Optimization exercise on an open flow, not production practice. RTL: at most simulated, not proved equivalent. Function not checked: runs 1 and 6 to 8. Power: default activity.

$ cat flow/standard.sh
#!/bin/bash
# synth_recipe.tcl (not shown) runs the flow's synth.tcl, then flattens the netlist and writes it again
# the make line also repeats each setting of config.mk as NAME=value (left out here)
make -C /OpenROAD-flow-scripts/flow DESIGN_CONFIG=/design/flow/config.mk WORK_HOME=/design/flow/orfs CLKGATE_MAP_FILE= SYNTH_SCRIPT=/design/flow/synth_recipe.tcl "${@:-finish}"
$ cat flow/constraint.sdc
create_clock -name core_clock -period 9.5 [get_ports {clk}]
set_input_delay 1.9000 -clock core_clock [delete_from_list [all_inputs] [get_ports {clk}]]
set_output_delay 1.9000 -clock core_clock [all_outputs]
set_load 0.01 [all_outputs]
$ cat flow/flow/make_args.txt
SETUP_SLACK_MARGIN=6.7
$ cat flow/flow/run.sh
#!/bin/bash
# Standard layout with extra ORFS make settings from flow/make_args.txt
# (repair-timing margin and similar); the full make output goes to standard.log.
args=$(cat flow/make_args.txt)
bash standard.sh $args finish > standard.log 2>&1
$ cat flow/design.v
`timescale 1ns / 1ps
module matriscarpici #(parameter M=8)(
    input clk,
    input rst,
    input [M-1:0] matris_veri,
    input matris_gecerli,
    output reg [2*M+1:0] carpim_veri,
    output reg carpim_gecerli
    );
    reg [4:0] n;           
    reg [1:0] k;           
    reg [M-1:0] d_r;       
    reg [M+1:0] t_r3;      
    reg t_r;               
    reg [2*M-1:0] p0, p1;  
    reg pv;                
    reg [M-1:0] s [0:7];   
    reg [2*M+1:0] f0, g0, f1, g1;  
    wire take = matris_gecerli && !n[4];
    wire a_r = t_r && (n[4:3] == 2'b00 || n == 5'd8);   
    wire b_r = t_r && !a_r;                              
    wire shift_a = a_r || (b_r && !n[0]);                
    wire clr = !n[4] && !n[3];
    wire [M+1:0] r0 [0:3];
    wire [M+1:0] r1 [0:3];
    genvar q;
    generate
        for (q = 0; q < 4; q = q + 1) begin : rows
            wire [1:0] a0 = s[0][2*q+1:2*q];
            wire [1:0] a1 = s[4][2*q+1:2*q];
            assign r0[q] = a0[1] ? (a0[0] ? t_r3 : {1'b0, d_r, 1'b0}) : (a0[0] ? {2'b00, d_r} : {(M+2){1'b0}});
            assign r1[q] = a1[1] ? (a1[0] ? t_r3 : {1'b0, d_r, 1'b0}) : (a1[0] ? {2'b00, d_r} : {(M+2){1'b0}});
        end
    endgenerate
    wire [2*M+1:0] sum0 = f0 + p0;
    wire [2*M+1:0] sum1 = f1 + p1;
    wire out_sum = !rst && n[4] && !k[1] && pv;
    wire [2*M+1:0] out_held = (rst || !n[4]) ? {(2*M+2){1'b0}} :
                              k[1] ? f1 : g0;
    integer j;
    always @(posedge clk) begin
        d_r <= matris_veri;
        t_r3 <= {2'b00, matris_veri} + {1'b0, matris_veri, 1'b0};
        t_r <= take && !rst;
        if (shift_a) begin
            for (j = 0; j < 7; j = j + 1)
                s[j] <= s[j+1];
            s[7] <= d_r;
        end
        p0 <= r0[0] + {r0[1], 2'b00} + {r0[2], 4'b0000} + {r0[3], 6'b000000};
        p1 <= r1[0] + {r1[1], 2'b00} + {r1[2], 4'b0000} + {r1[3], 6'b000000};
        pv <= b_r;
        if (clr || pv) begin
            f0 <= g0;
            f1 <= g1;
        end else if (n[4] && k == 2'd2) begin
            f1 <= g1;            
        end
        if (clr) begin
            g0 <= 0;
            g1 <= 0;
        end else if (pv) begin
            g0 <= sum0;
            g1 <= sum1;
        end
        carpim_veri <= out_sum ? sum0 : out_held;
        carpim_gecerli <= !rst && n[4];
        if (rst) begin
            n <= 0;
            k <= 0;
        end else if (n[4]) begin
            k <= k + 1;
            if (k == 2'd3)
                n <= 0;
        end else if (take) begin
            n <= n + 1;
        end
    end
endmodule
$ cat flow/config.mk
export PLATFORM = sky130hd
export DESIGN_NAME = matriscarpici
export DESIGN_NICKNAME = matriscarpici
export VERILOG_FILES = /design/flow/design.v
export SDC_FILE = /design/flow/constraint.sdc
export NUM_CORES = 4
export LEC_CHECK = 0
export ABC_AREA = 1
export CAP_MARGIN = 20
export CORE_MARGIN = 2
export CORE_UTILIZATION = 65
export CTS_CLUSTER_DIAMETER = 150
export CTS_CLUSTER_SIZE = 30
export SETUP_SLACK_MARGIN = 5
export SLEW_MARGIN = 20
==> metrics.md, run 1 <==
| Metric | Value |
|---|---|
| Routed WL | 31000 um |
| Synth area leader | edfxtp_1 |
| Post-DRT Antenna Nets | 0 |
| Post-Syn Area | 0.0117 sq mm |
| Post-synthesis cell type count | 41 |
| Final setup fails | 0 |
| Max Fclk | 0.307 GHz |
| TNS Setup | 0 ps |
| Clock latency at the later pin of the worst-skew pair | 480 ps |
| Clock Tree Root | clkbuf_16 |
| Number of remaining DRC errors | 0 |
| Worst Hold Depth | 0 |
| Layout fillers | 1208 |
| Clk slew on worst S/H paths | 120 ps |
| Number of global-route vias before repair | 9310 |
| VDD IR max | between 150 and 200 uV |
| Cells on worst reg2reg path | 13 |
| PwrDens | 176 mW/mm^2 |
| Layout Area Growth over Synthesis | 20.0% |
| Fin crit period | 3260 ps |
| Row count | 49 |
| Mean Syn Cell Area | 8.74 sq um |
| Worst-margin pin slew | 851 ps |
| Critical Path RT | 9890 ps |
| NumNets Final | 1569 |
| Ys flop type | dfxtp_1 |
| Unrepaired setup endpoints after global routing | true |
| Synth area leaders | edfxtp_1 26%, dfxtp_1 19%, ha_1 9.8%, nand2_1 8.9%, inv_1 5.5% |
| Fin crit share | 0.343 |
| Die area | 0.0191 sq mm |
| Leak | 6.27 nW |
| Mapped Nets | 1467 |
| Sequential share of the synthesized area | 0.451 |
| Placed cell count | 1560 |
| Nature of the critical path endpoint | flip-flop |
| Final HPWL DP | 20900 um |
| # hold bufs at CTS | 0 |
| First-pass DRT Iterations | 6 |
| Largest net degree at the start of global routing | 65 |
| Post-DR wirelength/cell | 18.5 um |
| Cell family with most CP delay | adder cells |
| Maxcap violations | 0 |
| Via count of the routed design | around 10000 |
| Commonest cells in the netlist | 277 x nand2_1, 170 x inv_1, 115 x o21ai_0 |
| Final hold vios | 0 |
| Clock Path Buffers | 3 |
| Arr. time, crit path | 3650 ps |
| Non-Filler Instances | 1671 |
| Max H-tree Level | 1 |
| Final Util | 0.788 |
| Share of cells above drive strength 1 | 0.223 |
| Diode count | 0 |
| Initial Util | 0.657 |
| Syn Inst Count | 1336 |
| Ports | 30 |
| Die width | ~140 um |
| Critical-path top delay cell | edfxtp_1 |
| Yosys top cell area share | 0.257 |
| Antenna violations before repair | 0 |
| Layout Skew | 39.2 ps |
| Rel. slew slack | 0.433 |
| Area of the core | 0.0178 sq mm |
| CP Launch Type | flip-flop |
| Iteration-0 DRC Markers | 1059 |
| Number of port buffers | 29 |
| Die Ht | 138 um |
| Most common cell in the synthesized netlist | nand2_1 |
| #FFs+latches synth | 213 |
| Worst min path class | reg -> reg |
| CP max FO | 5 |
| Ys async rst share | 0 |
| Total track usage | 0.310 |
| CTS sink count | 213 |
| CTS tree | done |
| Drt via density | 5.92 |
| Setup CP Type | reg -> reg |
| Sum of buffers and inverters on the critical path | 4 |
| Synth warn | 2 |
| CTS buffer count | 11 |
| First-pass GRT wire length | 47700 um |
| Status | no timing/DRC/antenna violations |
| GRT Residual Overflow | 0 |
| CP peak stage delay | 490 ps |
| Routability Congestion | 0.916 |
| Worst hold margin | 386 ps |
| Cell Chain, Critical Path | buf_6, buf_4, o21ai_0, a22oi_2, fa_1, inv_1, fa_2, ha_4, inv_4, o21bai_4, a21oi_2, o21bai_1, xor2_1 |
| Final count of pins violating max slew | 0 |
| Critical path depth in cells | 13 |
| Post-synth EDFFs | 100 |
layout make-up:
| cell class | count | area (sq um) | area share |
|---|---|---|---|
| inverter | 176 | 693 | 0.0495 |
| multi-input combinational | 911 | 6290 | 0.449 |
| tap | 229 | 287 | 0.0205 |
| clock inverter | 1 | 30.0 | 0.00214 |
| clock buffer | 16 | 294 | 0.0210 |
| timing repair buffer | 125 | 1090 | 0.0779 |
| sequential | 213 | 5320 | 0.380 |
placed cells by master (no fill, tap or decap), types with 22 or more instances in the layout:
master    count
buf_4        72
dfxtp_1      86
ha_1         72
edfxtp_1    100
nor2_1       65
o21ai_2      22
nand3_1      70
nand2_1     267
inv_2        27
inv_1       138
xor2_1       27
a21oi_1      79
fa_1         23
o21ai_0      83
buf_6        39
kinds of logic (layout without fill, tap and decap cells):
group	count (synthesis)	in the layout	share of synthesized area
xor+xnor	37	37	0.0278
flops	213	213	0.451
fa+ha+maj	120	120	0.147
buf+inv	212	318	0.0690
simple gates	461	461	0.165
compound gates	293	293	0.140
where the power goes:
group / total (W) / switching [W] / internal [W]
sequential: 0.00109 / 0.0000558 / 0.00103
clock: 0.000521 / 0.000296 / 0.000225
combinational: 0.000855 / 0.000501 / 0.000354
total: 0.00246 / 0.000853 / 0.00161
worst paths after layout:
check	start	slack (ps)	to
max reg2reg	s[0][2]$_DFFE_PP_	6240	p0[9]$_DFF_P_
max	s[0][2]$_DFFE_PP_	6240	p0[9]$_DFF_P_
min reg2reg	s[7][3]$_DFFE_PP_	390	s[6][3]$_DFFE_PP_
min	s[7][3]$_DFFE_PP_	390	s[6][3]$_DFFE_PP_
routing by layer:
metal	routed length, um	GRT usage	share of wire
met1	13100	0.444	0.42
met2	14300	0.495	0.46
met3	2760	0.0530	0.089
met4	846	0.0859	0.027
met5	0	0	0
stage by stage:
stage / setup WS (ps) / power [W] / area [sq um]
after detailed placement: 5580 / 0.00179 / 12400
after floorplan: 6470 / 0.00162 / 12000
after global routing: 6110 / 0.00258 / 14000
after CTS: 6360 / 0.00236 / 13400
final: 6240 / 0.00246 / 14000
after global placement: 5660 / 0.00177 / 12400
registers in the layout, summed over array words and instances (netlist names):
name and cells:
n 5, g1 18, s 64, carpim_gecerli 1, f0 18, k 2
g0 18, carpim_veri 18, t_r3 10, p0 16, p1 16, f1 18
pv 1, d_r 7, t_r 1
timing repair:
action / CTS / global route
pin swaps: 30 / 50
buffers inserted: 56 / 37
gates cloned: 1 / 0
endpoints found under the setup margin: 65 / 59
gates resized for setup: 210 / 102
==> inputs of run 2 (changes only) <==
--- a/flow/design.v
+++ b/flow/design.v
@@ -8,11 +8,10 @@
     output reg carpim_gecerli
     );
     reg [4:0] n;           
-    reg [1:0] k;           
     reg [M-1:0] d_r;       
     reg [M+1:0] t_r3;      
     reg t_r;               
-    reg [2*M-1:0] p0, p1;  
+    reg [M+3:0] p0l, p0h, p1l, p1h;  
     reg pv;                
     reg [M-1:0] s [0:7];   
     reg [2*M+1:0] f0, g0, f1, g1;  
@@ -32,11 +31,11 @@
             assign r1[q] = a1[1] ? (a1[0] ? t_r3 : {1'b0, d_r, 1'b0}) : (a1[0] ? {2'b00, d_r} : {(M+2){1'b0}});
         end
     endgenerate
-    wire [2*M+1:0] sum0 = f0 + p0;
-    wire [2*M+1:0] sum1 = f1 + p1;
-    wire out_sum = !rst && n[4] && !k[1] && pv;
+    wire [2*M+1:0] sum0 = f0 + p0l + {p0h, 4'd0};
+    wire [2*M+1:0] sum1 = f1 + p1l + {p1h, 4'd0};
+    wire out_sum = !rst && n[4] && !n[1] && pv;
     wire [2*M+1:0] out_held = (rst || !n[4]) ? {(2*M+2){1'b0}} :
-                              k[1] ? f1 : g0;
+                              n[1] ? f1 : g0;
     integer j;
     always @(posedge clk) begin
         d_r <= matris_veri;
@@ -47,13 +46,15 @@
                 s[j] <= s[j+1];
             s[7] <= d_r;
         end
-        p0 <= r0[0] + {r0[1], 2'b00} + {r0[2], 4'b0000} + {r0[3], 6'b000000};
-        p1 <= r1[0] + {r1[1], 2'b00} + {r1[2], 4'b0000} + {r1[3], 6'b000000};
+        p0l <= r0[0] + {r0[1], 2'b00};
+        p0h <= r0[2] + {r0[3], 2'b00};
+        p1l <= r1[0] + {r1[1], 2'b00};
+        p1h <= r1[2] + {r1[3], 2'b00};
         pv <= b_r;
         if (clr || pv) begin
             f0 <= g0;
             f1 <= g1;
-        end else if (n[4] && k == 2'd2) begin
+        end else if (n[4] && n[1:0] == 2'd2) begin
             f1 <= g1;            
         end
         if (clr) begin
@@ -65,15 +66,9 @@
         end
         carpim_veri <= out_sum ? sum0 : out_held;
         carpim_gecerli <= !rst && n[4];
-        if (rst) begin
+        if (rst || n == 5'd19)
             n <= 0;
-            k <= 0;
-        end else if (n[4]) begin
-            k <= k + 1;
-            if (k == 2'd3)
-                n <= 0;
-        end else if (take) begin
+        else if (n[4] || take)
             n <= n + 1;
-        end
     end
 endmodule
==> metrics.md, run 2 <==
| Metric | Value |
|---|---|
| Fin area | 0.0129 sq mm (-7.7%) |
| Post-DRT Antenna Nets | 0 (unchanged) |
| Final Util | 0.717 (-0.0708) |
| Routed WL | 27300 um (-12%) |
| Mapped Nets | 1504 (+2.5%) |
| Worst-margin pin slew | 989 ps (+139 ps) |
| Routability Congestion | 0.919 (+0.27%) |
| Ys flop type | dfxtp_1 |
| Sequential share of the synthesized area | 0.463 (+0.0122) |
| Worst min path class | reg -> reg |
| Cell Chain, Critical Path | buf_6 |
| CTS buffer count | 11 (unchanged) |
| Status | no timing/DRC/antenna violations |
| Drt via density | 5.71 (-3.5%) |
| Max Fclk | 0.351 GHz (+14%) |
| Final count of pins violating max slew | 0 (unchanged) |
| Unrepaired setup endpoints after global routing | true |
| Critical Path RT | 7600 ps (-2290 ps) |
| Initial Util | 0.664 (+0.00759) |
| Mean Syn Cell Area | 8.69 sq um (-0.58%) |
| Commonest cells in the netlist | 301 x nand2_1, 167 x inv_1, 141 x o21ai_0 |
| Clock Path Buffers | 3 (unchanged) |
| Nature of the critical path endpoint | primary output |
| Final hold vios | 0 (unchanged) |
| Total track usage | 0.280 (-0.0301) |
| Row count | 49 (unchanged) |
| Fin crit period | 2850 ps (-405 ps) |
| Final HPWL DP | 20000 um (-4.4%) |
| Commonest non-fill, non-tap cell in the layout | nand2_1 |
| Post-synthesis cell type count | 39 (-4.9%) |
| Syn Inst Count | 1378 (+3.1%) |
| Number of remaining DRC errors | 0 (unchanged) |
| CTS sink count | 227 (+6.6%) |
| Synth area leaders | edfxtp_1 25%, dfxtp_1 21%, ha_1 9.6%, nand2_1 9.4%, o21ai_0 5.9% |
| Diode count | 0 (unchanged) |
| CTS tree | done |
| Placed instance area | 0.0125 sq mm (+0.79%) |
| Die Ht | 140 um (+1.2%) |
| Largest net degree at the start of global routing | 65 (unchanged) |
| Post-Place Setup Slack | 5830 ps (+252 ps) |
| Setup CP Type | reg -> out |
| Layout fillers | 1427 (+18%) |
| Yosys top cell area share | 0.251 (-0.00640) |
| NumNets Final | 1531 (-2.4%) |
| Share of cells above drive strength 1 | 0.0667 (-0.156) |
| First-pass GRT wire length | 43900 um (-8.0%) |
| First-pass DRT Iterations | 5 (-1) |
| Synth warn | 2 (unchanged) |
| Ports | 30 (unchanged) |
| Via count of the routed design | 9347 (-5.4%) |
| Arr. time, crit path | 950 ps (-2700 ps) |
| # hold bufs at CTS | 0 (unchanged) |
| Max FFs per register | 64 (unchanged) |
| Clock Tree Root | clkbuf_16 |
| Leak | 6.07 nW (-3.1%) |
| Post-DR wirelength/cell | 16.6 um (-10%) |
| Sum of buffers and inverters on the critical path | 1 (-3) |
| Most common cell in the synthesized netlist | nand2_1 |
| Clock latency at the later pin of the worst-skew pair | 480 ps (about the same) |
| CP max FO | 1 (-4) |
| Post-Syn Area | 0.0120 sq mm (+2.6%) |
| VDD IR max | 171 uV (-7.3%) |
| Critical-path top delay cell | dfxtp_2 |
| Area of the core | 0.0180 sq mm (+1.4%) |
| Number of global-route vias before repair | 8642 (-7.2%) |
| Synth area leader | edfxtp_1 |
| Layout Area Growth over Synthesis | 7.93% |
| Maxcap violations | 0 (unchanged) |
| Ys async rst share | 0 (unchanged) |
| CP peak stage delay | 370 ps (-120 ps) |
| Number of port buffers | 29 (unchanged) |
| Layout Skew | 20.1 ps (-19.1 ps) |
| Antenna violations before repair | 0 (unchanged) |
| Die area | 0.0195 sq mm (+2.5%) |
| PwrDens | 180 mW/mm^2 (+2.2%) |
| Final WS setup | 6650 ps (+405 ps) |
| GRT Residual Overflow | 0 (unchanged) |
| Largest register by flop count | s |
| Post-synth EDFFs | 100 (unchanged) |
| Die width | 140 um (+1.2%) |
| Max H-tree Level | 1 (unchanged) |
| #FFs+latches synth | 227 (+6.6%) |
| Commonest non-fill, non-tap cells in the layout | 301 x nand2_1, 166 x inv_1, 140 x o21ai_0 |
| CP Launch Type | flip-flop |
| Rel. slew slack | 0.340 (-0.0934) |
| Fin crit share | 0.300 (-0.0427) |
| Pwr Total | 0.00232 W (-5.7%) |
| Clk slew on worst S/H paths | 120 ps (about the same) |
| Iteration-0 DRC Markers | 1171 (+11%) |
| Final setup fails | 0 (unchanged) |
| TNS Setup | 0 ps (unchanged) |
| Cell family with most CP delay | flip-flops |
-- run 2: cell types whose count changed after synthesis, moves of 7 or more --
| cell | before | now |
|---|---|---|
| a21oi_1 | 103 | 112 |
| a22oi_1 | 29 | 0 |
| clkbuf_1 | 30 | 21 |
| dfxtp_1 | 113 | 127 |
| nand2_1 | 277 | 301 |
| nand3_1 | 71 | 81 |
| nor2_1 | 75 | 68 |
| o21ai_0 | 115 | 141 |
| o22ai_1 | 17 | 10 |
-- run 2: worst reg2reg max path: cells and delay by family, from the launching register on --
family / cells / cell delay (ps)
fa+ha+maj: 1 / 320
buf+inv: 1 / 350
flops: 1 / 700
simple gates: 9 / 800
compound gates: 1 / 300
-- run 2: report_power, final --
part | total [W] | internal (W) | switching [W]
clock | 0.000523 | 0.000222 | 0.000301
sequential | 0.00114 | 0.00108 | 0.0000542
combinational | 0.000662 | 0.000234 | 0.000429
-- run 2: layout make-up --
cell class	count	area [sq um]	share of cell area
multi-input cells	945	5720	0.442
flip-flops and latches	227	5570	0.431
inverters	178	671	0.0519
repair buffers	42	370	0.0287
clock buffers	16	294	0.0228
well taps	229	287	0.0222
clock inverters	1	16.3	0.00126
-- run 2: worst paths after layout --
kind	from	end	slack [ps]	cells after the start
max	carpim_veri[9]$_DFF_P_	carpim_veri[9]	6650	1
min	s[5][5]$_DFFE_PP_	s[4][5]$_DFFE_PP_	420	0
max reg2reg	d_r[2]$_DFF_P_	p1l[11]$_DFF_P_	6960	12
min reg2reg	s[5][5]$_DFFE_PP_	s[4][5]$_DFFE_PP_	420	0
-- run 2: cell families after synthesis --
logic type      Yosys count  synth area share
xor+xnor                 48            0.0351
flops                   227             0.463
fa+ha+maj               115             0.135
buf+inv                 206            0.0659
simple gates            495             0.175
compound gates          287             0.126
-- run 2: routing by layer --
metal | share of wire | vias up | track usage
li1 | - | 4644 | -
met1 | 0.45 | 4304 | 0.404
met2 | 0.46 | 349 | 0.447
met3 | 0.066 | 50 | 0.0303
met4 | 0.030 | 0 | 0.0921
met5 | 0 | - | 0
-- run 2: what timing repair did --
action	in CTS	in global routing
pin swaps	4	7
gates resized for setup	121	15
setup buffers	6	6
endpoints found under the setup margin	85	114
-- run 2: metrics by stage --
stage / instances / hold WS (ps)
global placement: 1609 / 401
floorplan: 1378 / 400
finish: 1638 / 417
CTS: 1632 / 420
detailed placement: 1609 / 405
global route: 1638 / 428
==> inputs of run 3 (changes only) <==
--- a/flow/config.mk
+++ b/flow/config.mk
@@ -11,5 +11,6 @@
 export CORE_UTILIZATION = 65
 export CTS_CLUSTER_DIAMETER = 150
 export CTS_CLUSTER_SIZE = 30
+export PLACE_DENSITY = 0.85
 export SETUP_SLACK_MARGIN = 5
 export SLEW_MARGIN = 20
==> metrics.md, run 3 <==
| Metric | Value |
|---|---|
| Status | no timing/DRC/antenna violations |
| Clk slew on worst S/H paths | 120 ps (about the same) |
| Maxcap violations | 0 (unchanged) |
| Number of global-route vias before repair | 8959 (+3.7%) |
| Post-Syn Area | 0.0120 sq mm (unchanged) |
| Layout Skew | 18.9 ps (-1.22 ps) |
| Met3 Routed Length | 2260 um (+25%) |
| DR top layer | met4 |
| Routed WL | 27700 um (+1.5%) |
| Cell family with most CP delay | flip-flops |
| DRT met1 WL | 11500 um (-5.6%) |
| Unrepaired setup endpoints after global routing | true |
| Die width | 140 um (unchanged) |
| Die area | 0.0195 sq mm (unchanged) |
| VDD IR max | 125 uV (-27%) |
| Worst Hold Depth | 0 (unchanged) |
| Synth warn | 2 (unchanged) |
| Max H-tree Level | 1 (unchanged) |
| Final setup fails | 0 (unchanged) |
| Mapped Nets | 1504 (unchanged) |
| Number of port buffers | 29 (unchanged) |
| Final count of pins violating max slew | 0 (unchanged) |
| Ports | 30 (unchanged) |
| Cell Chain, Critical Path | buf_6 |
| Die Ht | 140 um (unchanged) |
| GRT Residual Overflow | 0 (unchanged) |
| Post-Place Setup Slack | 5790 ps (-41.4 ps) |
| Nature of the critical path endpoint | primary output |
| Row count | 49 (unchanged) |
| Largest net degree at the start of global routing | 65 (unchanged) |
| Leak | 6.08 nW (+0.21%) |
| Layout Area Growth over Synthesis | 7.95% (about the same) |
| Commonest cells in the netlist | 301 x nand2_1, 167 x inv_1, 141 x o21ai_0 |
| Diode count | 0 (unchanged) |
| Clock Tree Root | clkbuf_16 |
| Final hold vios | 0 (unchanged) |
| Met2 wire len | 13200 um (+5.6%) |
| Via count of the routed design | 9566 (+2.3%) |
| Max Fclk | 0.353 GHz (+0.77%) |
| Total track usage | 0.281 (+0.000510) |
| Final WS setup | 6670 ps (+21.9 ps) |
| TNS Setup | 0 ps (unchanged) |
| Clock latency at the later pin of the worst-skew pair | 470 ps (about the same) |
| Sum of buffers and inverters on the critical path | 1 (unchanged) |
| Most common cell in the synthesized netlist | nand2_1 |
| PwrDens | 180 mW/mm^2 (about the same) |
| Drt via density | 5.83 (+2.2%) |
| Arr. time, crit path | 930 ps (-20 ps) |
| Ys flop type | dfxtp_1 |
| Initial Util | 0.664 (unchanged) |
| Antenna violations before repair | 0 (unchanged) |
| Post-DRT Antenna Nets | 0 (unchanged) |
| Syn Inst Count | 1378 (unchanged) |
| Max FFs per register | 64 (unchanged) |
| Ys async rst share | 0 (unchanged) |
| Post-synthesis cell type count | 39 (unchanged) |
| Critical-path top delay cell | dfxtp_2 |
| Number of remaining DRC errors | 0 (unchanged) |
| Routability Congestion | 0.904 (-1.6%) |
| Commonest non-fill, non-tap cells in the layout | 300 x nand2_1, 166 x inv_1, 140 x o21ai_0 |
| NumNets Final | 1534 (+0.20%) |
| Critical path depth in cells | 1 (unchanged) |
| Area of the core | 0.0180 sq mm (unchanged) |
| #FFs+latches synth | 227 (unchanged) |
| Synth area leaders | edfxtp_1 25%, dfxtp_1 21%, ha_1 9.6%, nand2_1 9.4%, o21ai_0 5.9% |
| CTS tree | done |
| Commonest non-fill, non-tap cell in the layout | nand2_1 |
| CP max FO | 1 (unchanged) |
| Largest register by flop count | s |
| CP Launch Type | flip-flop |
| Pwr Total | 0.00232 W (about the same) |
| Mean Syn Cell Area | 8.69 sq um (unchanged) |
| Setup CP Type | reg -> out |
| Cells on worst reg2reg path | 5 (-7) |
| Critical Path RT | 7600 ps (about the same) |
| Yosys top cell area share | 0.251 (unchanged) |
| Layout fillers | 1334 (-6.5%) |
| Final HPWL DP | 19700 um (-1.1%) |
| Post-DR wirelength/cell | 16.9 um (+1.4%) |
| Worst-margin pin slew | 898 ps (-91.8 ps) |
| # hold bufs at CTS | 0 (unchanged) |
| Sequential share of the synthesized area | 0.463 (unchanged) |
| Clock Path Buffers | 3 (unchanged) |
| First-pass GRT wire length | 44300 um (+0.88%) |
| CP peak stage delay | 350 ps (-20 ps) |
| Fin crit period | 2830 ps (-21.9 ps) |
| First-pass DRT Iterations | 7 (+2) |
| CTS buffer count | 11 (unchanged) |
| Worst min path class | reg -> reg |
| Share of cells above drive strength 1 | 0.0673 (+0.000614) |
| Rel. slew slack | 0.401 (+0.0613) |
| Fin crit share | 0.298 (-0.00231) |
| Post-synth EDFFs | 100 (unchanged) |
| CTS sink count | 227 (unchanged) |
| Synth area leader | edfxtp_1 |
| Iteration-0 DRC Markers | 1202 (+2.6%) |
## run 3: repair_timing
item | in CTS | in global routing
setup buffers | 10 | 5
pin swaps | 4 | 1
resized for setup | 120 | 12
setup endpoints to repair | 51 | 47
gates cloned | 0 | 0
## run 3: cell type report
type	instances	area, sq um	area share
inverters	178	671	0.0519
clock inverters	1	16.3	0.00126
clock buffers	15	290	0.0225
repair buffers	45	383	0.0296
flip-flops and latches	227	5560	0.430
multi-input cells	945	5720	0.442
well taps	229	287	0.0222
## run 3: final timing paths
path	startpoint	slack (ps)	endpoint
setup / recovery	carpim_veri[7]$_DFF_P_	6670	carpim_veri[7]
hold / removal	s[2][5]$_DFFE_PP_	420	s[1][5]$_DFFE_PP_
setup reg to reg	n[1]$_SDFFE_PP0P_	6870	s[5][6]$_DFFE_PP_
hold reg to reg	s[2][5]$_DFFE_PP_	420	s[1][5]$_DFFE_PP_
## run 3: through the flow
stage	util	instances	instance area [sq um]	hold slack [ps]
floorplan	-	1378	12000	400
global placement	0.693	1609	12500	400
detailed placement	0.693	1609	12500	405
CTS	0.714	1635	12900	422
global route	0.717	1640	12900	428
finish	0.717	1640	12900	421
## run 3: cell families after synthesis
| group | after synthesis | synth area share |
|---|---|---|
| adder cells (fa/ha/maj) | 115 | 0.135 |
| flip-flops | 227 | 0.463 |
| AO/OA/AOI/OAI | 287 | 0.126 |
| AND/OR/NAND/NOR | 495 | 0.175 |
| XOR/XNOR | 48 | 0.0351 |
| buffers and inverters | 206 | 0.0659 |
## run 3: per-layer routing
metal | track usage | vias up
met5 | 0 | -
met4 | 0.0826 | 0
met3 | 0.0292 | 75
met2 | 0.471 | 449
met1 | 0.390 | 4401
li1 | - | 4641
## run 3: report_power, final
part           switching (W)  internal, W
logic               0.000436     0.000234
clock network       0.000297     0.000220
registers          0.0000544      0.00108
==> inputs of run 4 (changes only) <==
--- a/flow/config.mk
+++ b/flow/config.mk
@@ -8,7 +8,7 @@
 export ABC_AREA = 1
 export CAP_MARGIN = 20
 export CORE_MARGIN = 2
-export CORE_UTILIZATION = 65
+export CORE_UTILIZATION = 75
 export CTS_CLUSTER_DIAMETER = 150
 export CTS_CLUSTER_SIZE = 30
 export PLACE_DENSITY = 0.85
==> metrics.md, run 4 <==
| Metric | Value |
|---|---|
| Status | no timing/DRC/antenna violations |
| Via count of the routed design | 9721 (+1.6%) |
| Most common cell in the synthesized netlist | nand2_1 |
| CP max FO | 1 (unchanged) |
| Final HPWL DP | 20200 um (+2.3%) |
| Sequential share of the synthesized area | 0.463 (unchanged) |
| Cell Chain, Critical Path | buf_6 |
| Antenna violations before repair | 0 (unchanged) |
| Rel. slew slack | 0.317 (-0.0839) |
| Total track usage | 0.335 (+0.0544) |
| Post-DRT Antenna Nets | 0 (unchanged) |
| Max Fclk | 0.352 GHz (-0.25%) |
| Post-synth EDFFs | 100 (unchanged) |
| Initial Util | 0.759 (+0.0950) |
| CP Launch Type | flip-flop |
| Post-Syn Area | 0.0120 sq mm (unchanged) |
| Commonest non-fill, non-tap cells in the layout | 301 x nand2_1, 165 x inv_1, 140 x o21ai_0 |
| Layout Area Growth over Synthesis | 7.89% (about the same) |
| Syn Inst Count | 1378 (unchanged) |
| First-pass GRT wire length | 44400 um (+0.28%) |
| Clock Path Buffers | 3 (unchanged) |
| Layout Skew | 26.6 ps (+7.76 ps) |
| Leak | 6.07 nW (-0.15%) |
| Arr. time, crit path | 940 ps (about the same) |
| Post-DR wirelength/cell | 17.7 um (+5.1%) |
| Layout fillers | 1062 (-20%) |
| Unrepaired setup endpoints after global routing | true |
| Number of port buffers | 29 (unchanged) |
| Clock Tree Root | clkbuf_16 |
| Yosys top cell area share | 0.251 (unchanged) |
| CP peak stage delay | 370 ps (+20 ps) |
| Max H-tree Level | 1 (unchanged) |
| Clk slew on worst S/H paths | 120 ps (about the same) |
| Routability Congestion | 0.926 (+2.4%) |
| Fin crit period | 2840 ps (+7.01 ps) |
| Diode count | 0 (unchanged) |
| Max FFs per register | 64 (unchanged) |
| Die Ht | 130 um (-6.7%) |
| Mapped Nets | 1504 (unchanged) |
| Die width | 130 um (-6.7%) |
| Drt via density | 5.98 (+2.5%) |
| Nature of the critical path endpoint | primary output |
| Synth warn | 2 (unchanged) |
| VDD IR max | 182 uV (+46%) |
| Post-Place Setup Slack | 5820 ps (+26.1 ps) |
| Maxcap violations | 0 (unchanged) |
| Synth area leader | edfxtp_1 |
| NumNets Final | 1532 (-0.13%) |
| Ys async rst share | 0 (unchanged) |
| Critical Path RT | 7600 ps (about the same) |
| Area of the core | 0.0158 sq mm (-13%) |
| Mean Syn Cell Area | 8.69 sq um (unchanged) |
| Share of cells above drive strength 1 | 0.0674 (about the same) |
| Routed WL | 28800 um (+4.2%) |
| Post-synthesis cell type count | 39 (unchanged) |
| CTS sink count | 227 (unchanged) |
| Largest net degree at the start of global routing | 65 (unchanged) |
| TNS Setup | 0 ps (unchanged) |
| Final setup fails | 0 (unchanged) |
| Ys flop type | dfxtp_1 |
| Commonest cells in the netlist | 301 x nand2_1, 167 x inv_1, 141 x o21ai_0 |
| Row count | 46 (-6.1%) |
| Cell family with most CP delay | flip-flops |
| Largest register by flop count | s |
| Number of remaining DRC errors | 0 (unchanged) |
| Die area | 0.0170 sq mm (-13%) |
| Ports | 30 (unchanged) |
| Worst-margin pin slew | 1020 ps (+126 ps) |
| Iteration-0 DRC Markers | 1273 (+5.9%) |
| #FFs+latches synth | 227 (unchanged) |
| Clock latency at the later pin of the worst-skew pair | 470 ps (about the same) |
| Worst min path class | reg -> reg |
| Number of global-route vias before repair | 8920 (-0.44%) |
| Setup CP Type | reg -> out |
| Final count of pins violating max slew | 0 (unchanged) |
| PwrDens | 180 mW/mm^2 (+0.28%) |
| GRT Residual Overflow | 0 (unchanged) |
| Fin crit share | 0.299 (+0.000738) |
| Final hold vios | 0 (unchanged) |
| Commonest non-fill, non-tap cell in the layout | nand2_1 |
| CTS buffer count | 11 (unchanged) |
| Sum of buffers and inverters on the critical path | 1 (unchanged) |
| First-pass DRT Iterations | 6 (-1) |
| Final WS setup | 6660 ps (-7.01 ps) |
| CTS tree | done |
| Synth area leaders | edfxtp_1 25%, dfxtp_1 21%, ha_1 9.6%, nand2_1 9.4%, o21ai_0 5.9% |
| Critical-path top delay cell | dfxtp_2 |
==> run 4: what timing repair did <==
item                                   in CTS  in global routing
resized for setup                         120                 16
endpoints found under the hold margin       0                  0
hold buffers                                0                  0
gates cloned                                0                  0
setup endpoints to repair                  67                118
pin swaps                                   4                  2
buffers inserted                            7                  6
==> run 4: worst paths after layout <==
check,start,to,slack (ps),cells after the start
setup / recovery,carpim_veri[2]$_DFF_P_,carpim_veri[2],6660,1
hold reg to reg,s[3][1]$_DFFE_PP_,s[2][1]$_DFFE_PP_,410,0
setup reg to reg,d_r[3]$_DFF_P_,p1l[11]$_DFF_P_,6810,12
hold / removal,s[3][1]$_DFFE_PP_,s[2][1]$_DFFE_PP_,410,0
==> run 4: kinds of logic after synthesis <==
logic type | synth area share
adders and majority gates | 0.135
buffers and inverters | 0.0659
DFF | 0.463
AOI/OAI and AO/OA | 0.126
xor gates and xnor gates | 0.0351
and+or+nand+nor | 0.175
==> run 4: routing by layer <==
| layer | track usage | up-vias | part of all wire |
|---|---|---|---|
| li1 | - | 4660 | - |
| met1 | 0.454 | 4419 | 0.40 |
| met2 | 0.548 | 527 | 0.46 |
| met3 | 0.0590 | 115 | 0.095 |
| met4 | 0.123 | 0 | 0.040 |
| met5 | 0 | - | 0 |
==> run 4: area by class of cell <==
type / instances / area, sq um / share of cell area
clock buffer: 16 / 294 / 0.0228
clock inverter: 1 / 16.3 / 0.00126
inverter: 178 / 674 / 0.0522
multi-input combinational: 945 / 5730 / 0.443
sequential: 227 / 5570 / 0.431
tap: 216 / 270 / 0.0209
timing repair buffer: 43 / 369 / 0.0286
==> run 4: report_power, final <==
group / internal [W] / switching (W)
combinational: 0.000234 / 0.000441
clock: 0.000222 / 0.000291
sequential: 0.00108 / 0.0000595
total: 0.00154 / 0.000791
==> run 4: stage by stage <==
stage / std cells / instance area (sq um) / util / power (W) / hold slack, ps
3_3_place_gp: 1596 / 12500 / 0.791 / 0.00179 / 400
4_1_cts: 1620 / 12800 / 0.814 / 0.00231 / 414
6_report: 1626 / 12900 / 0.819 / 0.00233 / 409
5_1_grt: 1626 / 12900 / 0.819 / 0.00245 / 422
2_1_floorplan: 1378 / 12000 / - / 0.00163 / 400
3_5_place_dp: 1596 / 12500 / 0.791 / 0.00181 / 405
==> inputs of run 5 (changes only) <==
==> flow/flow/make_args.txt (replaced) <==
SETUP_SLACK_MARGIN=6.8
--- a/flow/config.mk
+++ b/flow/config.mk
@@ -8,9 +8,8 @@
 export ABC_AREA = 1
 export CAP_MARGIN = 20
 export CORE_MARGIN = 2
-export CORE_UTILIZATION = 75
+export CORE_UTILIZATION = 65
 export CTS_CLUSTER_DIAMETER = 150
 export CTS_CLUSTER_SIZE = 30
-export PLACE_DENSITY = 0.85
 export SETUP_SLACK_MARGIN = 5
 export SLEW_MARGIN = 20
==> metrics.md, run 5 <==
| Metric | Value |
|---|---|
| Sum of buffers and inverters on the critical path | 1 (unchanged) |
| R2R Setup Slk | 6990 ps (+180 ps) |
| Largest net degree at the start of global routing | 65 (unchanged) |
| Clock latency at the later pin of the worst-skew pair | 480 ps (about the same) |
| Final hold vios | 0 (unchanged) |
| Mapped Nets | 1504 (unchanged) |
| Drt via density | 5.78 (-3.4%) |
| Maxcap violations | 0 (unchanged) |
| Critical Path RT | 7600 ps (about the same) |
| Final setup fails | 0 (unchanged) |
| Sequential share of the synthesized area | 0.463 (unchanged) |
| NumNets Final | 1531 (-0.065%) |
| Ports | 30 (unchanged) |
| Total track usage | 0.288 (-0.0468) |
| Largest register by flop count | s |
| Fin area | 0.0129 sq mm (+0.21%) |
| CP Launch Type | flip-flop |
| Die Ht | 140 um (+7.2%) |
| VDD IR max | 157 uV (-14%) |
| Unrepaired setup endpoints after global routing | true |
| Hold path startpoint | s[7][0]$_DFFE_PP_ |
| Syn Inst Count | 1378 (unchanged) |
| Iteration-0 DRC Markers | 1134 (-11%) |
| Initial Util | 0.664 (-0.0950) |
| Status | no timing/DRC/antenna violations |
| Diode count | 0 (unchanged) |
| Antenna violations before repair | 0 (unchanged) |
| Fin crit share | 0.300 (+0.00121) |
| Die area | 0.0195 sq mm (+15%) |
| Max FFs per register | 64 (unchanged) |
| Arr. time, crit path | 950 ps (about the same) |
| Critical-path top delay cell | dfxtp_2 |
| Max H-tree Level | 1 (unchanged) |
| Capture point of the critical path | carpim_veri[8] |
| Ys async rst share | 0 (unchanged) |
| Final count of pins violating max slew | 0 (unchanged) |
| Rel. slew slack | 0.328 (+0.0106) |
| Setup CP Type | reg -> out |
| Nature of the critical path endpoint | primary output |
| Layout Area Growth over Synthesis | 8.12% |
| Routed WL | 28200 um (-2.3%) |
| Yosys top cell area share | 0.251 (unchanged) |
| Worst R2R Start | d_r[1]$_DFF_P_ |
| Via count of the routed design | 9448 (-2.8%) |
| Share of cells above drive strength 1 | 0.0711 (+0.00370) |
| Post-DRT Antenna Nets | 0 (unchanged) |
| Area of the core | 0.0180 sq mm (+14%) |
| Clock Path Buffers | 3 (unchanged) |
| Commonest cells in the netlist | 301 x nand2_1, 167 x inv_1, 141 x o21ai_0 |
| Worst min path class | reg -> reg |
| Clock Tree Root | clkbuf_16 |
| Number of remaining DRC errors | 0 (unchanged) |
| Die width | 140 um (+7.2%) |
| Synth warn | 2 (unchanged) |
| Leak | 6.06 nW (-0.21%) |
| Post-synth EDFFs | 100 (unchanged) |
| Fin crit period | 2850 ps (+11.5 ps) |
| Post-DR wirelength/cell | 17.2 um (-2.9%) |
| First-pass GRT wire length | 45000 um (+1.1%) |
| Commonest non-fill, non-tap cell in the layout | nand2_1 |
| Most common cell in the synthesized netlist | nand2_1 |
| CTS tree | done |
| Post-Syn Area | 0.0120 sq mm (unchanged) |
| #FFs+latches synth | 227 (unchanged) |
| Ys flop type | dfxtp_1 |
| TNS Setup | 0 ps (unchanged) |
| Layout Skew | 14.4 ps (-12.2 ps) |
| CP max FO | 1 (unchanged) |
| Final HPWL DP | 20500 um (+1.6%) |
| CTS sink count | 227 (unchanged) |
| Critical path origin | carpim_veri[8]$_DFF_P_ |
| Row count | 49 (+6.5%) |
| PwrDens | 179 mW/mm^2 (-0.59%) |
| First-pass DRT Iterations | 7 (+1) |
| Synth area leader | edfxtp_1 |
| Synth area leaders | edfxtp_1 25%, dfxtp_1 21%, ha_1 9.6%, nand2_1 9.4%, o21ai_0 5.9% |
| CTS buffer count | 11 (unchanged) |
| Cell Chain, Critical Path | buf_6 |
| Placed instance area | 0.0125 sq mm (+0.36%) |
| Number of port buffers | 29 (unchanged) |
| Post-synthesis cell type count | 39 (unchanged) |
| Routability Congestion | 0.920 (-0.64%) |
| Worst-margin pin slew | 1010 ps (-15.9 ps) |
| Mean Syn Cell Area | 8.69 sq um (unchanged) |
| CP peak stage delay | 370 ps (about the same) |
| Cells on worst reg2reg path | 11 (-1) |
| GRT Residual Overflow | 0 (unchanged) |
| Number of global-route vias before repair | 8918 (-0.022%) |
| Commonest non-fill, non-tap cells in the layout | 300 x nand2_1, 165 x inv_1, 140 x o21ai_0 |
| Worst Hold Depth | 0 (unchanged) |
| Max Fclk | 0.351 GHz (-0.40%) |
| Critical path depth in cells | 1 (unchanged) |
| Cell family with most CP delay | flip-flops |
| Clk slew on worst S/H paths | 110 ps (about the same) |
| Worst flop-to-flop path endpoint | p1l[11]$_DFF_P_ |
run 5: cells by family after synthesis:
| group | synth area share |
|---|---|
| and+or+nand+nor | 0.175 |
| AOI/OAI and AO/OA | 0.126 |
| DFF | 0.463 |
| buffers and inverters | 0.0659 |
| adders and majority gates | 0.135 |
| xor gates and xnor gates | 0.0351 |
run 5: per-layer routing:
metal,vias up,GRT usage,routed length [um]
met5,-,0,0
met4,0,0.0821,771
met3,55,0.0389,2110
met2,363,0.471,13000
met1,4383,0.407,12200
li1,4647,-,-
run 5: what timing repair did:
item	in CTS	in global routing
gates cloned	0	0
setup endpoints to repair	151	103
resized for setup	130	14
hold buffers	0	0
buffers inserted	7	5
pin swaps	6	3
run 5: area by class of cell:
type                            instances  area [sq um]
Timing Repair Buffer                   42           377
Clock buffer                           14           287
Fill cell                            1422          5080
Inverter                              178           678
Tap cell                              229           287
Clock inverter                          1          16.3
Multi-Input combinational cell        945          5740
Sequential cell                       227          5570
run 5: how the worst min path moves through the flow:
stage                                   end  slack, ps
final                     s[6][0]$_DFFE_PP_        430
after global routing      s[2][6]$_DFFE_PP_        430
after CTS                 s[4][1]$_DFFE_PP_        430
after detailed placement  s[1][6]$_DFFE_PP_        400
after global placement    s[4][0]$_DFFE_PP_        400
after floorplan           s[0][0]$_DFFE_PP_        400
run 5: power breakdown:
part	switching, W	internal (W)
Sequential	0.0000544	0.00108
Combinational	0.000434	0.000235
Clock	0.000296	0.000219
Total	0.000785	0.00154
run 5: per-stage QoR:
stage	cells	setup slack, ps	power (W)	hold slack (ps)	utilization
after floorplan	1378	6510	0.00163	400	-
after detailed placement	1609	5800	0.00181	405	0.694
after global routing	1636	6630	0.00246	432	0.718
final	1636	6650	0.00232	427	0.718
after CTS	1631	6630	0.00232	429	0.714
after global placement	1609	5860	0.00180	401	0.694
==> inputs of run 6 (changes only) <==
==> flow/design.v (replaced) <==
`timescale 1ns / 1ps
module matriscarpici #(parameter M=8)(
    input clk,
    input rst,
    input [M-1:0] matris_veri,
    input matris_gecerli,
    output reg [2*M+1:0] carpim_veri,
    output reg carpim_gecerli
    );
    reg [4:0] n;           
    reg [1:0] k;           
    reg [M-1:0] d_r;       
    reg [3:0] i_r;         
    reg t_r;               
    reg [M-1:0] s [0:7];   
    reg [2*M+1:0] f0, g0, f1, g1;  
    wire take = matris_gecerli && !n[4];
    wire shift_a = t_r && (!i_r[3] || i_r[0]);
    wire acc_en = t_r && i_r[3];
    wire first = (i_r[2:1] == 2'd0);
    wire [2*M+1:0] p0 = (first ? {(2*M+2){1'b0}} : f0) + s[0] * d_r;
    wire [2*M+1:0] p1 = (first ? {(2*M+2){1'b0}} : f1) + s[4] * d_r;
    integer j;
    always @(posedge clk) begin
        d_r <= matris_veri;
        i_r <= n[3:0];
        t_r <= take && !rst;
        if (shift_a) begin
            for (j = 0; j < 7; j = j + 1)
                s[j] <= s[j+1];
            s[7] <= d_r;
        end
        if (acc_en) begin
            f0 <= g0;
            g0 <= p0;
            f1 <= g1;
            g1 <= p1;
        end
        if (rst) begin
            n <= 0;
            k <= 0;
            carpim_veri <= 0;
            carpim_gecerli <= 0;
        end else if (n[4]) begin
            k <= k + 1;
            if (k == 2'd3)
                n <= 0;
            carpim_gecerli <= 1;
            carpim_veri <= k[1] ? (k[0] ? g1 : f1) : g0;
        end else begin
            if (take)
                n <= n + 1;
            carpim_veri <= 0;
            carpim_gecerli <= 0;
        end
    end
endmodule
==> flow/run.sh (new file) <==
#!/bin/bash
# synth_recipe.tcl (not shown) runs the flow's synth.tcl, then flattens the netlist and writes it again
# the make line also repeats each setting of config.mk as NAME=value (left out here)
make -C /OpenROAD-flow-scripts/flow DESIGN_CONFIG=/design/flow/config.mk WORK_HOME=/design/flow/orfs CLKGATE_MAP_FILE= SYNTH_SCRIPT=/design/flow/synth_recipe.tcl finish
==> flow/config.mk (replaced) <==
export PLATFORM = sky130hd
export DESIGN_NAME = matriscarpici
export DESIGN_NICKNAME = matriscarpici
export VERILOG_FILES = /design/flow/design.v
export SDC_FILE = /design/flow/constraint.sdc
export NUM_CORES = 4
export LEC_CHECK = 0
export CAP_MARGIN = 20
export CORE_MARGIN = 2
export CORE_UTILIZATION = 40
export SLEW_MARGIN = 20
removed: flow/flow/run.sh
removed: flow/flow/make_args.txt
removed: flow/standard.sh
==> metrics.md, run 6 <==
| Metric | Value |
|---|---|
| Mapped Nets | 1135 (-25%) |
| Synth area leader | edfxtp_1 |
| Routed WL | 21600 um (-23%) |
| Worst hold margin | 409 ps (-18.0 ps) |
| #FFs+latches synth | 175 (-23%) |
| Ys flop type | edfxtp_1 |
| Yosys top cell area share | 0.372 (+0.121) |
| Clock latency at the later pin of the worst-skew pair | 440 ps (-40 ps) |
| Via count of the routed design | 6616 (-30%) |
| Power Internal | 0.00158 W (+3.1%) |
| Arr. time, crit path | 5280 ps (+4330 ps) |
| Worst min path class | reg -> reg |
| Fin crit period | 5090 ps (+2240 ps) |
| Nature of the critical path endpoint | flip-flop |
| Commonest cells in the netlist | 165 x inv_1, 136 x edfxtp_1, 100 x fa_1 |
| Mean Syn Cell Area | 11.7 sq um (+34%) |
| Status | no timing/DRC/antenna violations |
| GRT Residual Overflow | 0 (unchanged) |
| Die width | 170 um (+21%) |
| Post-DRT Antenna Nets | 0 (unchanged) |
| First-pass DRT Iterations | 5 (-2) |
| Sw Ratio | 0.332 (-0.00590) |
| Layout Area Growth over Synthesis | 10.9% |
| Critical Path RT | 9680 ps (+2080 ps) |
| Post-synth EDFFs | 136 (+36%) |
| Initial Util | 0.407 (-0.257) |
| NumNets Final | 1161 (-24%) |
| Synth warn | 2 (unchanged) |
| Syn Inst Count | 942 (-32%) |
| Total track usage | 0.162 (-0.127) |
| Post-DR wirelength/cell | 16.4 um (-4.9%) |
| Max H-tree Level | 4 (+3) |
| CTS sink count | 175 (-23%) |
| Seq pwr share | 0.381 (-0.109) |
| CP Launch Type | flip-flop |
| Post-Syn Area | 0.0110 sq mm (-8.3%) |
| Unrepaired setup endpoints after global routing | false |
| Share of cells above drive strength 1 | 0.0357 (-0.0354) |
| Fin area | 0.0122 sq mm (-6.0%) |
| Final Util | 0.452 (-0.267) |
| Diode count | 0 (unchanged) |
| Largest net degree at the start of global routing | 73 (+12%) |
| # hold bufs at CTS | 0 (unchanged) |
| Maxcap violations | 0 (unchanged) |
| Die area | 0.0288 sq mm (+47%) |
| Ports | 30 (unchanged) |
| CTS buffer count | 17 (+6) |
| Sequential share of the synthesized area | 0.443 (-0.0199) |
| Rel. slew slack | 0.295 (-0.0326) |
| Clock Tree Root | clkbuf_16 |
| Final setup fails | 0 (unchanged) |
| Max Fclk | 0.196 GHz (-44%) |
| Leak | 5.27 nW (-13%) |
| Placed instance area | 0.0116 sq mm (-7.1%) |
| Layout Skew | 16.6 ps (+2.15 ps) |
| Die Ht | 170 um (+21%) |
| Number of remaining DRC errors | 0 (unchanged) |
| Number of global-route vias before repair | 6644 (-25%) |
| Number of port buffers | 29 (unchanged) |
| Routability Congestion | 0.814 (-11%) |
| Max FFs per register | 64 (unchanged) |
| Postcts setup bufs | 0 (-7) |
| Post-cts sizing count | 0 (-100%) |
| First-pass GRT wire length | 35600 um (-21%) |
| Row count | 60 (+22%) |
| Drt via density | 5.00 (-13%) |
| Most common cell in the synthesized netlist | inv_1 |
| Clk slew on worst S/H paths | 80 ps (-30 ps) |
| Post-synthesis cell type count | 50 (+28%) |
| Setup CP Type | reg -> reg |
| Final HPWL DP | 14900 um (-27%) |
| Antenna violations before repair | 0 (unchanged) |
| Iteration-0 DRC Markers | 481 (-58%) |
| Final hold vios | 0 (unchanged) |
| CP max FO | 35 (+34) |
| Clock Path Buffers | 2 (-1) |
| Clock power frac | 0.281 (+0.059) |
| Ys async rst share | 0 (unchanged) |
| Area of the core | 0.0270 sq mm (+50%) |
| Final count of pins violating max slew | 0 (unchanged) |
| Largest register by flop count | s |
| Commonest non-fill, non-tap cells in the layout | 165 x inv_1, 136 x edfxtp_1, 100 x fa_1 |
| Commonest non-fill, non-tap cell in the layout | inv_1 |
| VDD IR max | 127 uV (-19%) |
| Combinational share of power | 0.338 (+0.050) |
| Sw power | 0.000788 W (+0.38%) |
| Worst-margin pin slew | 1060 ps (+50.2 ps) |
| Fin crit share | 0.536 (+0.236) |
| PwrDens | 195 mW/mm^2 (+8.7%) |
| Synth area leaders | edfxtp_1 37%, fa_1 18%, ha_1 9.3%, dfxtp_1 7.1%, inv_1 5.6% |
| CTS tree | done |
| TNS Setup | 0 ps (unchanged) |
## run 6: layout make-up
cell class                      instances  area (sq um)
Tap cell                              341           427
Multi-Input combinational cell        577          5410
Timing Repair Buffer                   32           313
Fill cell                            2503         14800
Sequential cell                       175          4860
Clock inverter                         11          90.1
Clock buffer                           21           450
Inverter                              165           619
## run 6: path summary, 6_finish.rpt
path | startpoint | end | slack [ps] | cells past startpoint
worst max-delay path | i_r[1]$_DFF_P_ | g1[15]$_DFFE_PP_ | 4410 | 16
worst min-delay path | n[1]$_SDFFE_PP0P_ | i_r[1]$_DFF_P_ | 410 | 0
worst max register to register | i_r[1]$_DFF_P_ | g1[15]$_DFFE_PP_ | 4410 | 16
worst min register to register | n[1]$_SDFFE_PP0P_ | i_r[1]$_DFF_P_ | 410 | 0
## run 6: power groups by stage
stage | logic, W | registers, W | clock network, W
after floorplan | 0.000648 | 0.000908 | 0
after CTS | 0.000807 | 0.000904 | 0.000684
after global routing | 0.000926 | 0.000906 | 0.000714
after global placement | 0.000787 | 0.000920 | 0
after detailed placement | 0.000799 | 0.000921 | 0
final | 0.000801 | 0.000904 | 0.000666
## run 6: metrics by stage
stage	std cells	setup slack [ps]	total power, W
6_report	1322	4410	0.00237
5_1_grt	1322	4080	0.00255
4_1_cts	1322	4400	0.00239
3_5_place_dp	1290	4450	0.00172
3_3_place_gp	1290	4540	0.00171
2_1_floorplan	942	3940	0.00156
## run 6: per-layer routing
layer | vias up | wire [um] | global-route usage
li1 | 3145 | - | -
met5 | - | 0 | 0
met2 | 103 | 10100 | 0.253
met3 | 24 | 770 | 0.0310
met4 | 0 | 329 | 0.0479
met1 | 3344 | 10500 | 0.229
## run 6: kinds of logic (layout without fill, tap and decap cells)
| kind of cell | count (synthesis) | after routing | share of synthesized area |
|---|---|---|---|
| mux | 21 | 21 | 0.0191 |
| flops | 175 | 175 | 0.443 |
| simple gates | 262 | 262 | 0.120 |
| fa+ha+maj | 182 | 182 | 0.276 |
| compound gates | 89 | 89 | 0.0582 |
| xor+xnor | 23 | 23 | 0.0184 |
| buf+inv | 190 | 229 | 0.0654 |
## run 6: worst max-delay path, cell delays in order, from the launching register on
cell and delay (ps):
dfxtp_1 330, or2_2 610, nand2_1 180, fa_1 560, inv_1 40, ha_1 270
ha_1 280, inv_1 50, fa_1 470, inv_1 40, ha_1 200, fa_1 490
a211oi_1 340, o21ai_0 240, a2111oi_0 430, nor3_1 130, xor2_1 150
==> inputs of run 7 (changes only) <==
--- a/flow/config.mk
+++ b/flow/config.mk
@@ -8,4 +8,5 @@
 export CAP_MARGIN = 20
 export CORE_MARGIN = 2
 export CORE_UTILIZATION = 40
+export SETUP_SLACK_MARGIN = 5
 export SLEW_MARGIN = 20
==> metrics.md, run 7 <==
| Metric | Value |
|---|---|
| Status | no timing/DRC/antenna violations |
| Clock Tree Root | clkbuf_16 |
| Clk slew on worst S/H paths | 70 ps (about the same) |
| CTS buffer count | 17 (unchanged) |
| Post-Syn Area | 0.0110 sq mm (unchanged) |
| CP peak stage delay | 580 ps (-30 ps) |
| Commonest non-fill, non-tap cells in the layout | 165 x inv_1, 136 x edfxtp_1, 95 x fa_1 |
| Drt via density | 5.00 (about the same) |
| #FFs+latches synth | 175 (unchanged) |
| Layout Skew | 11.9 ps (-4.72 ps) |
| Post-DR wirelength/cell | 16.8 um (+2.9%) |
| Leak | 5.48 nW (+3.9%) |
| Antenna violations before repair | 0 (unchanged) |
| Commonest cells in the netlist | 165 x inv_1, 136 x edfxtp_1, 100 x fa_1 |
| Ports | 30 (unchanged) |
| Ys flop type | edfxtp_1 |
| Final HPWL DP | 15000 um (+0.60%) |
| Syn Inst Count | 942 (unchanged) |
| Diode count | 0 (unchanged) |
| Hold path startpoint | n[1]$_SDFFE_PP0P_ |
| Worst Hold Depth | 0 (unchanged) |
| Max Fclk | 0.226 GHz (+15%) |
| Via count of the routed design | 6779 (+2.5%) |
| Number of port buffers | 29 (unchanged) |
| TNS Setup | 0 ps (unchanged) |
| Area of the core | 0.0270 sq mm (unchanged) |
| Max H-tree Level | 4 (unchanged) |
| First-pass GRT wire length | 37100 um (+4.3%) |
| Layout Area Growth over Synthesis | 15.8% |
| Synth warn | 2 (unchanged) |
| Critical path depth in cells | 14 (-2) |
| R2R Setup Slk | 5070 ps (+660 ps) |
| Sum of buffers and inverters on the critical path | 3 (unchanged) |
| Die width | 170 um (unchanged) |
| PwrDens | 202 mW/mm^2 (+3.6%) |
| Initial Util | 0.407 (unchanged) |
| Worst-margin pin slew | 1010 ps (-46.8 ps) |
| Yosys top cell area share | 0.372 (unchanged) |
| Clock Path Buffers | 2 (unchanged) |
| Ys async rst share | 0 (unchanged) |
| Met3 Routed Length | 874 um (+14%) |
| Number of remaining DRC errors | 0 (unchanged) |
| NumNets Final | 1194 (+2.8%) |
| CP Launch Type | flip-flop |
| Met2 wire len | 10800 um (+7.0%) |
| Cells on worst reg2reg path | 14 (-2) |
| Cell family with most CP delay | adder cells |
| DRT met1 WL | 10800 um (+3.6%) |
| Critical-path top delay cell | edfxtp_1 |
| CTS sink count | 175 (unchanged) |
| Hold Path End | i_r[1]$_DFF_P_ |
| VDD IR max | 124 uV (-2.0%) |
| Sequential share of the synthesized area | 0.443 (unchanged) |
| # hold bufs at CTS | 0 (unchanged) |
| Die Ht | 170 um (unchanged) |
| CTS tree | done |
| Total track usage | 0.171 (+0.00901) |
| Unrepaired setup endpoints after global routing | true |
| Fin crit share | 0.466 (-0.0697) |
| CP max FO | 8 (-77%) |
| Mean Syn Cell Area | 11.7 sq um (unchanged) |
| Share of cells above drive strength 1 | 0.120 (+0.0846) |
| Routed WL | 22800 um (+5.4%) |
| Post-synthesis cell type count | 50 (unchanged) |
| Most numerous cell on the critical path | fa_1 |
| Routability Congestion | 0.809 (-0.66%) |
| Row count | 60 (unchanged) |
| GRT Residual Overflow | 0 (unchanged) |
| Clock latency at the later pin of the worst-skew pair | 450 ps (about the same) |
| Nature of the critical path endpoint | flip-flop |
| Mapped Nets | 1135 (unchanged) |
| Synth area leader | edfxtp_1 |
| Max FFs per register | 64 (unchanged) |
| Worst min path class | reg -> reg |
| Post-DRT Antenna Nets | 0 (unchanged) |
| Maxcap violations | 0 (unchanged) |
| Worst R2R Start | s[0][3]$_DFFE_PP_ |
| DR top layer | met4 |
| Synth area leaders | edfxtp_1 37%, fa_1 18%, ha_1 9.3%, dfxtp_1 7.1%, inv_1 5.6% |
| Largest register by flop count | s |
| Arr. time, crit path | 4730 ps (-550 ps) |
| Most common cell in the synthesized netlist | inv_1 |
| Final Util | 0.472 (+0.0201) |
| Post-synth EDFFs | 136 (unchanged) |
| Critical Path RT | 9800 ps (+120 ps) |
| Die area | 0.0288 sq mm (unchanged) |
| Number of global-route vias before repair | 6749 (+1.6%) |
| Final setup fails | 0 (unchanged) |
| Setup CP Type | reg -> reg |
| Largest net degree at the start of global routing | 73 (unchanged) |
| Final count of pins violating max slew | 0 (unchanged) |
| Fin crit period | 4430 ps (-662 ps) |
| Iteration-0 DRC Markers | 503 (+4.6%) |
| Rel. slew slack | 0.326 (+0.0312) |
| Final hold vios | 0 (unchanged) |
| Cell Chain, Critical Path | nand2_1, fa_1, fa_1, inv_1, fa_1, inv_1, fa_1, inv_1, ha_4, a21oi_2, o211ai_1, and3_4, or4b_1, nand3_1 |
| Worst flop-to-flop path endpoint | g0[16]$_DFFE_PP_ |
| First-pass DRT Iterations | 5 (unchanged) |
| Commonest non-fill, non-tap cell in the layout | inv_1 |
==> run 7: cell count changes in the layout (fill, tap and decap cells not counted), sizes merged <==
cell / before / now
buf: 3 / 34
bufinv: 1 / 0
clkbuf: 21 / 20
clkinv: 6 / 4
clkinvlp: 2 / 0
inv: 167 / 173
or2: 1 / 3
==> run 7: cell families after synthesis <==
logic type,after synthesis,share of synthesized area
XOR/XNOR,23,0.0184
adder cells (fa/ha/maj),182,0.276
flip-flops,175,0.443
AND/OR/NAND/NOR,262,0.120
multiplexers,21,0.0191
AO/OA/AOI/OAI,89,0.0582
buffers and inverters,190,0.0654
==> run 7: worst max-delay path by stage <==
stage | startpoint | endpoint
after global routing | i_r[1]$_DFF_P_ | g0[16]$_DFFE_PP_
after global placement | i_r[2]$_DFF_P_ | g1[12]$_DFFE_PP_
after CTS | i_r[1]$_DFF_P_ | g1[12]$_DFFE_PP_
after floorplan | i_r[2]$_DFF_P_ | g0[16]$_DFFE_PP_
final | s[0][3]$_DFFE_PP_ | g0[16]$_DFFE_PP_
after detailed placement | i_r[2]$_DFF_P_ | g1[12]$_DFFE_PP_
==> run 7: through the flow <==
stage,setup slack (ps),hold WS (ps),std cells,total power (W),cell area (sq um)
after floorplan,5040,375,942,0.00156,11000
after global placement,4520,389,1290,0.00171,11600
after detailed placement,4380,399,1290,0.00172,11600
after CTS,5010,410,1345,0.00248,12400
after global routing,4940,424,1355,0.00275,12700
final,5070,408,1355,0.00257,12700
==> run 7: what timing repair did <==
item | CTS | global route
resized for setup | 29 | 45
pin swaps | 3 | 19
setup endpoints to repair | 20 | 16
setup buffers | 21 | 10
cloned | 2 | 0
==> run 7: final cells by class <==
type                            count  area (sq um)
Multi-Input combinational cell    579          5660
Timing Repair Buffer               63           549
Clock buffer                       20           468
Tap cell                          341           427
Fill cell                        2458         14200
Clock inverter                     12          95.1
Sequential cell                   175          4900
Inverter                          165           619
==> run 7: where the power goes <==
| part | internal [W] | switching [W] | total (W) |
|---|---|---|---|
| clock | 0.000364 | 0.000327 | 0.000691 |
| sequential | 0.000880 | 0.0000193 | 0.000900 |
| combinational | 0.000429 | 0.000545 | 0.000975 |
==> run 7: per-layer routing <==
| metal | vias to the layer above | track usage |
|---|---|---|
| met5 | - | 0 |
| met4 | 0 | 0.0461 |
| met3 | 23 | 0.0340 |
| met2 | 102 | 0.266 |
| met1 | 3444 | 0.244 |
| li1 | 3210 | - |
==> inputs of run 8 (changes only) <==
--- a/flow/design.v
+++ b/flow/design.v
@@ -12,14 +12,16 @@
     reg [M-1:0] d_r;       
     reg [3:0] i_r;         
     reg t_r;               
+    reg [2*M-1:0] p0, p1;  
+    reg pv;                
+    reg pf;                
     reg [M-1:0] s [0:7];   
     reg [2*M+1:0] f0, g0, f1, g1;  
     wire take = matris_gecerli && !n[4];
     wire shift_a = t_r && (!i_r[3] || i_r[0]);
-    wire acc_en = t_r && i_r[3];
-    wire first = (i_r[2:1] == 2'd0);
-    wire [2*M+1:0] p0 = (first ? {(2*M+2){1'b0}} : f0) + s[0] * d_r;
-    wire [2*M+1:0] p1 = (first ? {(2*M+2){1'b0}} : f1) + s[4] * d_r;
+    wire [2*M+1:0] sum0 = (pf ? {(2*M+2){1'b0}} : f0) + p0;
+    wire [2*M+1:0] sum1 = (pf ? {(2*M+2){1'b0}} : f1) + p1;
+    wire [2*M+1:0] g0_d = pv ? sum0 : g0;
     integer j;
     always @(posedge clk) begin
         d_r <= matris_veri;
@@ -30,12 +32,16 @@
                 s[j] <= s[j+1];
             s[7] <= d_r;
         end
-        if (acc_en) begin
+        p0 <= s[0] * d_r;
+        p1 <= s[4] * d_r;
+        pv <= t_r && i_r[3];
+        pf <= (i_r[2:1] == 2'd0);
+        if (pv) begin
             f0 <= g0;
-            g0 <= p0;
             f1 <= g1;
-            g1 <= p1;
+            g1 <= sum1;
         end
+        g0 <= g0_d;
         if (rst) begin
             n <= 0;
             k <= 0;
@@ -46,7 +52,7 @@
             if (k == 2'd3)
                 n <= 0;
             carpim_gecerli <= 1;
-            carpim_veri <= k[1] ? (k[0] ? g1 : f1) : g0;
+            carpim_veri <= k[1] ? (k[0] ? g1 : f1) : g0_d;
         end else begin
             if (take)
                 n <= n + 1;
==> metrics.md, run 8 <==
| Metric | Value |
|---|---|
| Initial Util | 0.408 (+0.000539) |
| Via count of the routed design | 7696 (+14%) |
| Unrepaired setup endpoints after global routing | true |
| PwrDens | 207 mW/mm^2 (+2.5%) |
| Share of cells above drive strength 1 | 0.110 (-0.0101) |
| Post-DRT Antenna Nets | 0 (unchanged) |
| Mean Syn Cell Area | 11.3 sq um (-2.9%) |
| Routed WL | 23600 um (+3.3%) |
| Final setup fails | 0 (unchanged) |
| Nature of the critical path endpoint | flip-flop |
| Die area | 0.0318 sq mm (+10%) |
| Seq pwr share | 0.376 (+0.025) |
| Most common cell in the synthesized netlist | edfxtp_1 |
| Post-Syn Area | 0.0122 sq mm (+11%) |
| Post-DR wirelength/cell | 15.2 um (-9.8%) |
| Fin crit share | 0.457 (-0.00983) |
| Layout fillers | 2712 (+10%) |
| Drt via density | 4.96 (-0.82%) |
| Sw power | 0.000911 W (+2.1%) |
| CP Launch Type | flip-flop |
| CTS tree | done |
| Number of remaining DRC errors | 0 (unchanged) |
| Fin crit period | 4340 ps (-93.4 ps) |
| First-pass GRT wire length | 38400 um (+3.4%) |
| CTS sink count | 209 (+19%) |
| Leak | 5.91 nW (+7.8%) |
| NumNets Final | 1335 (+12%) |
| Worst min path class | reg -> reg |
| Combinational share of power | 0.310 (-0.070) |
| #FFs+latches synth | 209 (+19%) |
| Post-synthesis cell type count | 54 (+8.0%) |
| Max H-tree Level | 1 (-3) |
| Ys flop type | edfxtp_1 |
| TNS Setup | 0 ps (unchanged) |
| Status | no timing/DRC/antenna violations |
| Critical Path RT | 9900 ps (+100 ps) |
| Power Internal | 0.00201 W (+20%) |
| CTS buffer count | 24 (+7) |
| Largest net degree at the start of global routing | 65 (-11%) |
| Layout Area Growth over Synthesis | 16.3% |
| Clock Path Buffers | 3 (+1) |
| Arr. time, crit path | 4740 ps (about the same) |
| Die width | 178 um (+5.1%) |
| Die Ht | 178 um (+5.1%) |
| Final hold vios | 0 (unchanged) |
| Post-synth EDFFs | 118 (-13%) |
| Commonest non-fill, non-tap cell in the layout | edfxtp_1 |
| Area of the core | 0.0298 sq mm (+11%) |
| Worst hold margin | 380 ps (-27.4 ps) |
| Ports | 30 (unchanged) |
| Synth area leaders | edfxtp_1 29%, dfxtp_1 15%, fa_1 12%, ha_1 11%, and2_1 5.3% |
| Number of port buffers | 29 (unchanged) |
| Final HPWL DP | 16800 um (+12%) |
| Total track usage | 0.153 (-0.0181) |
| Clock power frac | 0.314 (+0.045) |
| Commonest cells in the netlist | 118 x edfxtp_1, 115 x inv_1, 106 x ha_1 |
| First-pass DRT Iterations | 5 (unchanged) |
| Row count | 63 (+5.0%) |
| Mapped Nets | 1265 (+11%) |
| Sequential share of the synthesized area | 0.442 (-0.00166) |
| Sw Ratio | 0.312 (-0.0361) |
| Max FFs per register | 64 (unchanged) |
| Syn Inst Count | 1074 (+14%) |
| VDD IR max | 145 uV (+17%) |
| Synth warn | 2 (unchanged) |
| Largest register by flop count | s |
| Multi-input combinational cell area | 0.00644 sq mm (+14%) |
| Setup CP Type | reg -> reg |
| Number of global-route vias before repair | 7729 (+15%) |
| R2R Setup Slk | 5160 ps (+90 ps) |
| Diode count | 0 (unchanged) |
## run 8: cells by family (layout without fill, tap and decap cells)
kind of cell | Yosys count | after routing | share of synthesized area
xor+xnor | 49 | 49 | 0.0353
buf+inv | 139 | 226 | 0.0429
mux | 29 | 29 | 0.0249
simple gates | 301 | 301 | 0.133
fa+ha+maj | 180 | 180 | 0.231
flops | 209 | 209 | 0.442
compound gates | 167 | 167 | 0.0915
## run 8: critical path: stages (launching register included)
cell	delay (ps)
edfxtp_1	470
and2_4	190
fa_2	390
fa_1	540
inv_1	50
fa_1	460
fa_1	490
inv_1	60
ha_4	250
o21a_1	170
o31a_1	120
o211ai_1	300
a21oi_2	120
a2111oi_4	370
a21oi_2	100
xnor2_1	130
## run 8: layout make-up
cell class / count / share of cell area
clock buffers: 28 / 0.0457
clock inverters: 15 / 0.0108
inverters: 115 / 0.0305
multi-input cells: 726 / 0.455
flip-flops and latches: 209 / 0.381
well taps: 390 / 0.0345
repair buffers: 68 / 0.0420
## run 8: repair_timing
| action | CTS | global route |
|---|---|---|
| setup buffers | 6 | 28 |
| hold buffers | 0 | 0 |
| resized for setup | 12 | 26 |
| pin swaps | 1 | 20 |
| endpoints found under the setup margin | 6 | 8 |
## run 8: metal layers
| metal | track usage | part of all wire | vias to the layer above |
|---|---|---|---|
| met5 | 0 | 0 | - |
| met4 | 0.0505 | 0.029 | 0 |
| met3 | 0.0200 | 0.032 | 51 |
| met2 | 0.262 | 0.47 | 103 |
| met1 | 0.199 | 0.47 | 3722 |
| li1 | - | - | 3820 |
## run 8: path summary, 6_finish.rpt
path	startpoint	endpoint	depth (start not counted)
hold / removal	i_r[1]$_DFF_P_	pf$_DFF_P_	1
setup / recovery	s[0][1]$_DFFE_PP_	p0[15]$_DFF_P_	15
hold reg to reg	i_r[1]$_DFF_P_	pf$_DFF_P_	1
setup reg to reg	s[0][1]$_DFFE_PP_	p0[15]$_DFF_P_	15
## run 8: power groups by stage
stage | Combinational, W | Sequential (W) | Clock (W)
after floorplan | 0.000667 | 0.00110 | 0
after global placement | 0.000826 | 0.00113 | 0
after detailed placement | 0.000831 | 0.00113 | 0
after CTS | 0.000848 | 0.00111 | 0.000947
after global routing | 0.00104 | 0.00111 | 0.000981
final | 0.000906 | 0.00110 | 0.000917
## run 8: stage by stage
step                total power (W)  std cells  instance area [sq um]  worst slack [ps]  utilization
floorplan                   0.00176       1074                  12200              5010            -
global placement            0.00195       1474                  12900              4720        0.433
detailed placement          0.00196       1474                  12900              4630        0.433
CTS                         0.00290       1523                  13800              5000        0.462
global route                0.00313       1551                  14100              4910        0.474
finish                      0.00292       1551                  14100              5160        0.474
